Context: an optimization exercise on an open-source flow, tuned for small area, a short achievable clock period and few clock cycles. The choices shown serve that exercise and are no tape-out recipe.
The RTL was checked by simulation tests, not by an equivalence proof against the original design.

==> trial 83: inputs <==
==> flow/design.v (excerpt) <==
module fib (
        ap_clk,
        ap_rst,
        ap_start,
        ap_done,
        ap_idle,
        ap_ready,
        n,
        ap_return
);
==> module fib, before the edit <==
module fib (
        ap_clk,
        ap_rst,
        ap_start,
        ap_done,
        ap_idle,
        ap_ready,
        n,
        ap_return
);
input   ap_clk;
input   ap_rst;
input   ap_start;
output   ap_done;
output   ap_idle;
output   ap_ready;
input  [31:0] n;
output  [63:0] ap_return;
reg busy;         
reg done_r;       
reg idle_r;       
reg init;         
reg [5:0] ph;     
reg cy;           
reg bw;           
reg nz;           
reg [63:0] a;     
reg [63:0] b;     
reg [31:0] r;     
wire in_tab = (n[31:7] == 25'd0);
wire [63:0] rom;
fib_rom u_rom (
    .x0(n[6]), .x1(n[5]), .x2(n[4]), .x3(n[3]), .x4(n[2]), .x5(n[1]), .x6(n[0]),
    .z00(rom[0]),
    .z01(rom[1]),
    .z02(rom[2]),
    .z03(rom[3]),
    .z04(rom[4]),
    .z05(rom[5]),
    .z06(rom[6]),
    .z07(rom[7]),
    .z08(rom[8]),
    .z09(rom[9]),
    .z10(rom[10]),
    .z11(rom[11]),
    .z12(rom[12]),
    .z13(rom[13]),
    .z14(rom[14]),
    .z15(rom[15]),
    .z16(rom[16]),
    .z17(rom[17]),
    .z18(rom[18]),
    .z19(rom[19]),
    .z20(rom[20]),
    .z21(rom[21]),
    .z22(rom[22]),
    .z23(rom[23]),
    .z24(rom[24]),
    .z25(rom[25]),
    .z26(rom[26]),
    .z27(rom[27]),
    .z28(rom[28]),
    .z29(rom[29]),
    .z30(rom[30]),
    .z31(rom[31]),
    .z32(rom[32]),
    .z33(rom[33]),
    .z34(rom[34]),
    .z35(rom[35]),
    .z36(rom[36]),
    .z37(rom[37]),
    .z38(rom[38]),
    .z39(rom[39]),
    .z40(rom[40]),
    .z41(rom[41]),
    .z42(rom[42]),
    .z43(rom[43]),
    .z44(rom[44]),
    .z45(rom[45]),
    .z46(rom[46]),
    .z47(rom[47]),
    .z48(rom[48]),
    .z49(rom[49]),
    .z50(rom[50]),
    .z51(rom[51]),
    .z52(rom[52]),
    .z53(rom[53]),
    .z54(rom[54]),
    .z55(rom[55]),
    .z56(rom[56]),
    .z57(rom[57]),
    .z58(rom[58]),
    .z59(rom[59]),
    .z60(rom[60]),
    .z61(rom[61]),
    .z62(rom[62]),
    .z63(rom[63])
);
wire ph0  = (ph == 6'd0);
wire ph63 = (ph == 6'd63);
wire a0 = a[0];
wire b0 = b[0];
wire cin = ph0 ? 1'b0 : cy;
wire s = a0 ^ b0 ^ cin;
wire a_in = init ? 1'b0 : b0;
wire b_in = init ? ph0 : s;
wire r0 = r[0];
wire bin = ph0 ? 1'b1 : bw;
wire dec = ph[5] ? r0 : (r0 ^ bin);
wire r_in = init ? r0 : dec;
wire nz_n = ph[5] ? nz : ((~ph0 & nz) | dec);
wire last = ph63 & (init ? n[31] : ~nz);
always @(posedge ap_clk) begin
    a <= busy ? {a_in, a[63:1]} : rom;
    b <= {b_in, b[63:1]};
    r <= busy ? {r_in, r[31:1]} : n;
    cy <= (a0 & b0) | (cin & (a0 ^ b0));
    bw <= ~r0 & bin;
    nz <= nz_n;
    ph <= busy ? ph + 6'd1 : 6'd0;
    init <= busy ? (init & ~ph63) : 1'b1;
end
always @(posedge ap_clk) begin
    if (ap_rst) begin
        busy <= 1'b0;
        idle_r <= 1'b1;
        done_r <= 1'b0;
    end else if (~busy) begin
        busy <= ap_start;
        idle_r <= ~ap_start;
        done_r <= ap_start & in_tab;
    end else if (done_r) begin
        busy <= 1'b0;
        idle_r <= 1'b1;
        done_r <= 1'b0;
    end else begin
        done_r <= last;
    end
end
assign ap_done = done_r;
assign ap_ready = done_r;
assign ap_idle = ~ap_start & idle_r;
assign ap_return = a;
endmodule
clock: 4.5 ns
lec_check: 0
abc_area: 1
cap_margin: 20
cell_pad_in_sites_detail_placement: 1
cell_pad_in_sites_global_placement: 2
core_margin: 2
core_utilization: 30
cts_buf_list: sky130_fd_sc_hd__clkbuf_8
cts_cluster_size: 20
gpl_routability_driven: 0
place_density: 0.35
setup_slack_margin: 2.1
slew_margin: 20
standard.sh (not shown) runs the stock make flow with config.mk's settings and CLKGATE_MAP_FILE= SYNTH_SCRIPT=/design/flow/synth_recipe.tcl, a recipe that flattens the netlist after the stock synthesis.
==> flow/flow/run.sh <==
#!/bin/bash
# The standard layout, with plain buffers (rather than delay cells) on the ports, sizing free to
# change a cell's footprint, and no half/full-adder extraction in synthesis (the only adder is a
# 6-bit counter; extraction mostly turns XOR pairs of the table logic into half-adder cells).
set -euo pipefail
bash standard.sh \
  ADDER_MAP_FILE= \
  "BUFFER_PORTS_ARGS=-buffer_cell sky130_fd_sc_hd__buf_2" \
  MATCH_CELL_FOOTPRINT=0 \
  finish > standard_flow.log 2>&1
==> build 20 (differences from trial 83) <==
--- a/flow/design.v
+++ b/flow/design.v
@@ -20,3 +20,2 @@
 reg done_r;       
-reg idle_r;       
 reg init;         
@@ -109,3 +108,3 @@
 wire dec = ph[5] ? r0 : (r0 ^ bin);
-wire r_in = init ? r0 : dec;
+wire r_in = init ? n[ph[4:0]] : dec;
 wire nz_n = ph[5] ? nz : ((~ph0 & nz) | dec);
@@ -115,3 +114,3 @@
     b <= {b_in, b[63:1]};
-    r <= busy ? {r_in, r[31:1]} : n;
+    r <= {r_in, r[31:1]};
     cy <= (a0 & b0) | (cin & (a0 ^ b0));
@@ -125,3 +124,2 @@
         busy <= 1'b0;
-        idle_r <= 1'b1;
         done_r <= 1'b0;
@@ -129,3 +127,2 @@
         busy <= ap_start;
-        idle_r <= ~ap_start;
         done_r <= ap_start & in_tab;
@@ -133,3 +130,2 @@
         busy <= 1'b0;
-        idle_r <= 1'b1;
         done_r <= 1'b0;
@@ -141,3 +137,3 @@
 assign ap_ready = done_r;
-assign ap_idle = ~ap_start & idle_r;
+assign ap_idle = ~ap_start & ~busy;
 assign ap_return = a;
==> flow/run.sh (new file) <==
#!/bin/bash
# synth_recipe.tcl (not shown) runs the flow's synth.tcl, then flattens the netlist and writes it again
# the make line also repeats each setting of config.mk as NAME=value (left out here)
make -C /OpenROAD-flow-scripts/flow DESIGN_CONFIG=/design/flow/config.mk WORK_HOME=/design/flow/orfs CLKGATE_MAP_FILE= SYNTH_SCRIPT=/design/flow/synth_recipe.tcl finish
ABC_AREA = unset   (was 1)
CTS_BUF_LIST = unset   (was sky130_fd_sc_hd__clkbuf_8)
CTS_CLUSTER_SIZE = unset   (was 20)
GPL_ROUTABILITY_DRIVEN = unset   (was 0)
SETUP_SLACK_MARGIN = 2.2   (was 2.1)
removed: flow/flow/run.sh
removed: flow/standard.sh
==> build 30 (differences from trial 83) <==
--- a/flow/design.v
+++ b/flow/design.v
@@ -20,3 +20,2 @@
 reg done_r;       
-reg idle_r;       
 reg init;         
@@ -109,3 +108,3 @@
 wire dec = ph[5] ? r0 : (r0 ^ bin);
-wire r_in = init ? r0 : dec;
+wire r_in = init ? n[ph[4:0]] : dec;
 wire nz_n = ph[5] ? nz : ((~ph0 & nz) | dec);
@@ -115,3 +114,3 @@
     b <= {b_in, b[63:1]};
-    r <= busy ? {r_in, r[31:1]} : n;
+    r <= {r_in, r[31:1]};
     cy <= (a0 & b0) | (cin & (a0 ^ b0));
@@ -125,3 +124,2 @@
         busy <= 1'b0;
-        idle_r <= 1'b1;
         done_r <= 1'b0;
@@ -129,3 +127,2 @@
         busy <= ap_start;
-        idle_r <= ~ap_start;
         done_r <= ap_start & in_tab;
@@ -133,3 +130,2 @@
         busy <= 1'b0;
-        idle_r <= 1'b1;
         done_r <= 1'b0;
@@ -141,3 +137,3 @@
 assign ap_ready = done_r;
-assign ap_idle = ~ap_start & idle_r;
+assign ap_idle = ~ap_start & ~busy;
 assign ap_return = a;
==> flow/flow/run.sh (replaced) <==
#!/bin/bash
# The standard layout, with plain buffers (rather than delay cells) on the ports, and sizing free
# to change a cell's footprint so those buffers and the logic can be resized for timing.
set -euo pipefail
bash standard.sh \
  "BUFFER_PORTS_ARGS=-buffer_cell sky130_fd_sc_hd__buf_2" \
  MATCH_CELL_FOOTPRINT=0 \
  finish > standard_flow.log 2>&1
CELL_PAD_IN_SITES_DETAIL_PLACEMENT = unset   (was 1)
CELL_PAD_IN_SITES_GLOBAL_PLACEMENT = unset   (was 2)
CTS_BUF_LIST = unset   (was sky130_fd_sc_hd__clkbuf_8)
CTS_CLUSTER_SIZE = unset   (was 20)
GPL_ROUTABILITY_DRIVEN = unset   (was 0)
SETUP_SLACK_MARGIN = unset   (was 2.1)
SYNTH_MEMORY_MAX_BITS = 16384   (was unset)
==> run_results.csv <==
group,metric,value,unit
synth,syn_area,9470,um2
finish,regArea,3450,um2
timing,slew_headroom,36.2,%
setup_path,timing.rr.start,"ph[1]",
setup_path,worstPathArrival,3.88,ns
placed_design,place_area,10800,um2
setup_path,worstPathRequired,4.83,ns
finish,layout.cells.non_filler,1999,
status,status,"no timing/DRC/antenna violations",
power_and_ir_drop,power.total,4.59,mW
finish,buffers,185,
synth,syn_nets,1508,
finish,multi_input_gates,1083,
grt,antenna_found_initial,4,
the above is filed under build 30

==> run_results.csv <==
group,metric,value,unit
setup_path,worstPathArrival,2.82,ns
synth,synth_top_area_cell,"dfxtp_1",
drt,drc,0,
finish,layout.cells.non_filler,1936,
timing,slew_headroom,34.0,%
finish,multi_input_gates,939,
status,status,"no timing/DRC/antenna violations",
placed_design,place_area,12100,um2
finish,buffers,316,
setup_path,worstPathRequired,4.82,ns
setup_path,timing.rr.start,"ph[0]",
synth,synth_top_cells_by_area,"dfxtp_1 33%, o21ai_0 4.7%, nand2_1 4.1%",
synth,syn_area,10300,um2
finish,regArea,3480,um2
the above is filed under build 20

==> run_results.csv <==
group,metric,value,unit
clock_network,cts_tree,"built",
finish,buffers,188,
finish,layout.cells.non_filler,2011,
grt,antenna_found_initial,7,
floorplan,dieHeight,179,um
clock_network,clk_pin_slew_worst_paths,0.10,ns
finish,multi_input_gates,1103,
finish,diodes,3,
setup_path,timing.rr.start,"busy",
setup_path,worstPathRequired,4.90,ns
setup_path,worstPathArrival,3.04,ns
synth,synth_edf_count,1,
synth,ys_ff_latch,173,
status,status,"no timing/DRC/antenna violations",
synth,synth_top_area_share,37.3,%
placed_design,place_area,10500,um2
power_and_ir_drop,power.total,4.28,mW
synth,syn_area,9230,um2
synth,syn_nets,1495,
the above is filed under trial 83

Testbench counts of trial 83, summed over its fixed seeds: cycles 1,024.
Testbench counts of build 20, summed over its fixed seeds: cycles 1,024.
Testbench counts of build 30, summed over its fixed seeds: cycles 1,024.

==> separate check: timing with driven ports <==
The flow's constraints put no driver on any port. The routed layouts listed below were extracted and timed again, unchanged, in two steps. Step 1 sets driving cells, clkbuf_16 on the clock port and buf_2 on the other inputs (assumed; they add their load-dependent delay and slew). Step 2 times the ports against the registers' clock, not the clock port: input delays grow and output delays shrink by t, the midpoint of the rising clock arrivals with the driver on. Slacks: no drivers / after step 1 / after step 2; pairs: no drivers / after step 1.
run | t, ns | setup WS [ns] | hold slack, ns | worst data-port slew with drivers (ns)
trial 83 | 0.557 | 1.865 / 1.886 / 1.329 | 0.326 / 0.326 / 0.326 | 0.10
build 20 | 0.546 | 1.998 / 1.986 / 1.439 | 0.328 / 0.328 / 0.328 | 0.18
build 30 | 0.508 | 0.947 / 0.987 / 0.478 | 0.326 / 0.326 / 0.326 | 0.04
After both steps every run listed still meets setup and hold. The setup slack of build 20, which loses most, moves by -0.012 ns with the drivers and by -0.559 ns with both steps.
